This is an optimization exercise on Yosys and OpenROAD, whose aim is small area, not a production implementation.
Function was checked by simulation only, so behaviour that the tests miss may differ from the original.
Power figures rest on the tool's default switching activity, not on a simulated workload.

Design elephent, start of the top module:
module elephent(
    input  clk,
    input  rst,
    input  onoff,
    output o
);
Settings: LEC_CHECK=0, CAP_MARGIN=20, CORE_MARGIN=2, CORE_UTILIZATION=75, SLEW_MARGIN=20; clock period 10.0 ns.
standard.sh (not shown) runs the stock make flow with config.mk's settings and CLKGATE_MAP_FILE= SYNTH_SCRIPT=/design/flow/synth_recipe.tcl, a recipe that flattens the netlist after the stock synthesis.
==> flow/flow/run.sh <==
#!/bin/bash
# Own layout flow: the standard flow (standard.sh) with these changes:
#  - synthesis: the standard synthesis script (synth_recipe.tcl), but ABC's technology mapping
#    is run with each area-oriented script in flow/abc/ and the smallest result is kept
#    (flow/own_synth.tcl); no adder extraction (ADDER_MAP_FILE empty), so adders go through ABC.
#    Registers are mapped before ABC, so their names and cells are the standard synthesis's;
#  - clock tree synthesis without dummy loads;
#  - port buffers are sky130_fd_sc_hd__buf_1.
# make's output goes to flow_make.log; each ORFS step's log is under orfs/logs/.
set -euo pipefail
W=$(pwd)
export FLOW_ABC_DIR="$W/flow/abc"
export FLOW_SYNTH_TCL="$W/synth_recipe.tcl"
bash "$W/standard.sh" "SYNTH_SCRIPT=$W/flow/own_synth.tcl" "ADDER_MAP_FILE=" \
  "CTS_ARGS=-sink_clustering_enable -repair_clock_nets -dont_use_dummy_load" \
  "BUFFER_PORTS_ARGS=-buffer_cell sky130_fd_sc_hd__buf_1" \
  finish > "$W/flow_make.log" 2>&1
Other scripts of this flow, unchanged in this note and not shown: flow/flow/abc/b1.abc, flow/flow/abc/c1.abc, flow/flow/abc/e4.abc, flow/flow/abc/s1.abc, flow/flow/abc/s2.abc, flow/flow/abc/s3.abc, flow/flow/abc/s4.abc, flow/flow/abc/s5.abc, flow/flow/abc/s6.abc, flow/flow/abc/s7.abc, flow/flow/abc/s8.abc, flow/flow/abc/sd1.abc, flow/flow/abc/sd5.abc, flow/flow/own_synth.tcl
The baseline went through all stages and came out clean.
Then changed:
CAP_MARGIN = 0   (was 20)
GPL_TIMING_DRIVEN = 0   (was default)
SLEW_MARGIN = 0   (was 20)
Result:
- global-route usage falls by 0.72 points
- synthesized area stays the same
- routed wire length falls by 0.86%
- design area hardly moves
- critical path depth is unchanged
- register-to-register slack degrades by 0.03 ns

The RTL this note starts from:
==> flow/design.v <==
module elephent(
    input  clk,
    input  rst,
    input  onoff,
    output o
);
    reg [9:0] y_do; reg s_do;
    wire [9:0] x_do = y_do ^ 10'b1010101010;
    wire j_do = (x_do & 10'b0011111111) == 10'b0011111111;
    wire [9:0] n_do = {x_do[8:0], x_do[2] ^ x_do[9]};
    wire [9:0] m_do = {n_do[9], n_do[8], n_do[7], n_do[6], n_do[5], n_do[4], n_do[3], n_do[2], n_do[1], (j_do ? 1'b0 : n_do[0])};
    always @(posedge clk) begin
        if (rst) begin y_do <= 10'b1001010101; s_do <= 1'b0; end
        else begin y_do <= m_do ^ 10'b1010101010; s_do <= s_do ^ j_do; end
    end
    reg [9:0] y_re; reg s_re;
    wire [9:0] x_re = y_re ^ 10'b1010101010;
    wire j_re = (x_re & 10'b0111111111) == 10'b0110010001;
    wire [9:0] n_re = {x_re[8:0], x_re[0] ^ x_re[9]};
    wire [9:0] m_re = {n_re[9], n_re[8], n_re[7], n_re[6], n_re[5], n_re[4], n_re[3], n_re[2], n_re[1], (j_re ? 1'b1 : n_re[0])};
    always @(posedge clk) begin
        if (rst) begin y_re <= 10'b0100111011; s_re <= 1'b0; end
        else begin y_re <= m_re ^ 10'b1010101010; s_re <= s_re ^ j_re; end
    end
    reg [9:0] y_mi; reg s_mi;
    wire [9:0] x_mi = y_mi ^ 10'b1010101010;
    wire j_mi = (x_mi & 10'b1011011011) == 10'b0010010010;
    wire [9:0] n_mi = {x_mi[8:0], x_mi[0] ^ x_mi[9]};
    wire [9:0] m_mi = {n_mi[9], n_mi[8], n_mi[7], n_mi[6], n_mi[5], n_mi[4], (j_mi ? 1'b0 : n_mi[3]), n_mi[2], n_mi[1], n_mi[0]};
    always @(posedge clk) begin
        if (rst) begin y_mi <= 10'b1000011100; s_mi <= 1'b0; end
        else begin y_mi <= m_mi ^ 10'b1010101010; s_mi <= s_mi ^ j_mi; end
    end
    reg [9:0] y_sol; reg s_sol;
    wire [9:0] x_sol = y_sol ^ 10'b1010101010;
    wire j_sol = (x_sol & 10'b0111111011) == 10'b0010110010;
    wire [9:0] n_sol = {x_sol[8:0], x_sol[2] ^ x_sol[9]};
    wire [9:0] m_sol = {n_sol[9], n_sol[8], n_sol[7], n_sol[6], n_sol[5], n_sol[4], n_sol[3], n_sol[2], n_sol[1], (j_sol ? 1'b0 : n_sol[0])};
    always @(posedge clk) begin
        if (rst) begin y_sol <= 10'b0000011000; s_sol <= 1'b0; end
        else begin y_sol <= m_sol ^ 10'b1010101010; s_sol <= s_sol ^ j_sol; end
    end
    reg [9:0] y_la; reg s_la;
    wire [9:0] x_la = y_la ^ 10'b1010101010;
    wire j_la = (x_la & 10'b1101111001) == 10'b0000001000;
    wire [9:0] n_la = {x_la[8:0], x_la[0] ^ x_la[9]};
    wire [9:0] m_la = {n_la[9], n_la[8], n_la[7], n_la[6], n_la[5], n_la[4], n_la[3], n_la[2], n_la[1], (j_la ? 1'b1 : n_la[0])};
    always @(posedge clk) begin
        if (rst) begin y_la <= 10'b1010100100; s_la <= 1'b0; end
        else begin y_la <= m_la ^ 10'b1010101010; s_la <= s_la ^ j_la; end
    end
    reg [16:0] yc;
    wire [16:0] xc = yc ^ 17'b11011000111111111;
    wire last = (xc & 17'b11111101111111101) == 17'b01101101011111101;
    wire [16:0] nc = {xc[15:0], xc[11] ^ xc[16]};
    wire [16:0] mc = {nc[16], nc[15], nc[14], nc[13], nc[12], nc[11], (last ? 1'b0 : nc[10]), nc[9], nc[8], nc[7], nc[6], nc[5], nc[4], nc[3], nc[2], nc[1], nc[0]};
    always @(posedge clk)
        if (rst) yc <= 0;
        else if (onoff) yc <= mc ^ 17'b11011000111111111;
    reg [6:0] code;
    always @(posedge clk)
        if (rst || !onoff) code <= 7'd0;
        else if (last) code <= code + 7'd1;
    reg sp;
    always @(*)
        if (!onoff) sp = 0;
        else case (code)
            8, 16, 24, 34, 42, 50, 72, 88, 94, 98: sp = s_sol;
            36, 40, 52, 56, 100: sp = s_mi;
            38, 54, 60, 104: sp = s_re;
            64, 70, 80, 86, 96: sp = s_la;
            44, 58, 62, 66, 68, 75, 78, 82, 83, 84, 90, 108: sp = s_do;
            default: sp = 0;
        endcase
    assign o = sp;
endmodule
Settings: LEC_CHECK=0, CAP_MARGIN=20, CORE_MARGIN=2, CORE_UTILIZATION=40, SLEW_MARGIN=20; clock period 10.0 ns.
run.sh (not shown) runs the stock make flow with config.mk's settings and CLKGATE_MAP_FILE= SYNTH_SCRIPT=/design/flow/synth_recipe.tcl, a recipe that flattens the netlist after the stock synthesis.
Stock flow here: none of the scripts above is used.
Rerun with:
==> flow/flow/run.sh (new file) <==
#!/bin/bash
# Own layout flow: the standard flow (standard.sh), with two changes:
#  - synthesis is the standard synthesis script with ABC's mapping script replaced by an
#    area-oriented one (flow/area.abc); registers are mapped before ABC, so their names and
#    cells are those of the standard synthesis;
#  - clock tree synthesis without dummy loads.
set -euo pipefail
W=$(pwd)
cat > "$W/own_synth.tcl" <<EOT
proc abc {args} {
  set i [lsearch -exact \$args -script]
  if {\$i >= 0} { set args [lreplace \$args \$i [expr {\$i + 1}] -script $W/flow/area.abc] }
  yosys abc {*}\$args
}
source $W/synth_recipe.tcl
EOT
bash "$W/standard.sh" "SYNTH_SCRIPT=$W/own_synth.tcl" \
  "CTS_ARGS=-sink_clustering_enable -repair_clock_nets -dont_use_dummy_load -buf_list sky130_fd_sc_hd__clkbuf_4 -root_buf sky130_fd_sc_hd__clkbuf_4 -sink_clustering_size 20 -sink_clustering_max_diameter 100" \
  finish > "$W/flow_make.log" 2>&1
==> flow/flow/area.abc (new file) <==
strash
&get -n
&deepsyn -T 60
&put
dc2
dch
amap
topo
==> flow/standard.sh (new file) <==
#!/bin/bash
# synth_recipe.tcl (not shown) runs the flow's synth.tcl, then flattens the netlist and writes it again
# the make line also repeats each setting of config.mk as NAME=value (left out here)
make -C /OpenROAD-flow-scripts/flow DESIGN_CONFIG=/design/flow/config.mk WORK_HOME=/design/flow/orfs CLKGATE_MAP_FILE= SYNTH_SCRIPT=/design/flow/synth_recipe.tcl "${@:-finish}"
CORE_UTILIZATION = 75   (was 40)
removed: flow/run.sh
Utilization goes up by 37 points.
Clock skew increases by 0.018 ns.
Sequential power hardly moves.

try-quartz:
RTL: the design.v shown in full above, as it stands there.
export LEC_CHECK = 0
export CAP_MARGIN = 20
export CORE_MARGIN = 2
export CORE_UTILIZATION = 40
export SLEW_MARGIN = 20
create_clock -name core_clock -period 10.0 [get_ports {clk}]
standard.sh (not shown) runs the stock make flow with config.mk's settings and CLKGATE_MAP_FILE= SYNTH_SCRIPT=/design/flow/synth_recipe.tcl, a recipe that flattens the netlist after the stock synthesis.
==> flow/flow/run.sh <==
#!/bin/bash
# Own layout flow: the standard flow (standard.sh), with two changes:
#  - synthesis is the standard synthesis script with ABC's mapping script replaced by an
#    area-oriented one (flow/area.abc); registers are mapped before ABC, so their names and
#    cells are those of the standard synthesis;
#  - clock tree synthesis without dummy loads.
set -euo pipefail
W=$(pwd)
cat > "$W/own_synth.tcl" <<EOT
proc abc {args} {
  set i [lsearch -exact \$args -script]
  if {\$i >= 0} { set args [lreplace \$args \$i [expr {\$i + 1}] -script $W/flow/area.abc] }
  yosys abc {*}\$args
}
source $W/synth_recipe.tcl
EOT
bash "$W/standard.sh" "SYNTH_SCRIPT=$W/own_synth.tcl" \
  "CTS_ARGS=-sink_clustering_enable -repair_clock_nets -dont_use_dummy_load -buf_list sky130_fd_sc_hd__clkbuf_4 -root_buf sky130_fd_sc_hd__clkbuf_8 -sink_clustering_size 8 -sink_clustering_max_diameter 40" \
  finish > "$W/flow_make.log" 2>&1
==> flow/flow/area.abc <==
strash
dch
amap
topo
try-quartz reached the end of the flow, and the finished layout is clean on the timing, design-rule and antenna checks.
> inputs changed (try-quartz -> try-delta)
-- flow/flow/run.sh --
<<< try-quartz, line 18
  "CTS_ARGS=-sink_clustering_enable -repair_clock_nets -dont_use_dummy_load -buf_list sky130_fd_sc_hd__clkbuf_4 -root_buf sky130_fd_sc_hd__clkbuf_8 -sink_clustering_size 8 -sink_clustering_max_diameter 40" \
>>> try-delta, line 18
  "CTS_ARGS=-sink_clustering_enable -repair_clock_nets -dont_use_dummy_load -buf_list sky130_fd_sc_hd__clkbuf_2 -root_buf sky130_fd_sc_hd__clkbuf_4 -sink_clustering_size 12 -sink_clustering_max_diameter 60" \
Results
- Area of the core came out exactly the same in try-quartz and try-delta.
- Share of power burned in registers in try-delta is 5.4 points higher than in try-quartz
- Lower fraction of area in clock buffers and inverters among try-quartz and try-delta: try-delta
- try-delta reports a lower post-layout minimum cycle time than try-quartz does.
- The run showing the smaller met2 track demand over resource is try-delta.
- The proportion of final cell area spent on non-clock buffers was comparable across try-quartz and try-delta.
Modified inputs, try-ember compared to try-delta
-- flow/flow/run.sh --
<<< try-delta, line 18
  "CTS_ARGS=-sink_clustering_enable -repair_clock_nets -dont_use_dummy_load -buf_list sky130_fd_sc_hd__clkbuf_2 -root_buf sky130_fd_sc_hd__clkbuf_4 -sink_clustering_size 12 -sink_clustering_max_diameter 60" \
>>> try-ember, line 18
  "CTS_ARGS=-sink_clustering_enable -repair_clock_nets -dont_use_dummy_load" \
try-ember finished all stages; the layout is clean. Post-route clock period utilization for try-ember: 0.16 points up relative to try-delta. Sort try-delta and try-ember by logic gate share of total power, descending, and try-delta comes first. From try-delta to try-ember the numbers moved as follows: number of flip-flops and latches about even; sequential share of cell area fell by 1.1 points; horizontal extent of the die neither gained nor lost much.

[what the ideal ports hide]
The flow's constraints put no driver on any port. The routed layouts listed below were extracted and timed again, unchanged, in two steps.
Step 1, drivers: a clkbuf_16 drives clk and a buf_2 each remaining input, both assumed.
Step 2 adds t to the input delays and takes it off the output delays; t is the mean of the earliest and latest rising clock arrival at the registers after step 1. Input paths then give back, and output paths get back, about the clock's delay inside the block.
Slacks: ideal / step 1 / step 2; pairs: ideal / step 1.
run | shift t [ns] | setup WS [ns] | latest minus earliest clock arrival (ns)
the first run of note 1 | 0.411 | 5.435 / 5.413 / 5.413 | 0.029 / 0.029
the second run of note 1 | 0.405 | 5.399 / 5.370 / 5.018 | 0.028 / 0.028
the first run of note 2 | 0.362 | 3.858 / 3.833 / 3.833 | 0.013 / 0.013
the second run of note 2 | 0.433 | 4.686 / 4.661 / 4.661 | 0.030 / 0.029
try-quartz | 0.359 | 3.735 / 3.713 / 3.713 | 0.019 / 0.019
try-delta | 0.418 | 3.751 / 3.729 / 3.729 | 0.034 / 0.034
try-ember | 0.359 | 3.735 / 3.713 / 3.713 | 0.019 / 0.019
After both steps every run listed still meets setup and hold. The setup slack of the second run of note 1, which loses most, moves by -0.029 ns with the drivers and by -0.381 ns with both steps.
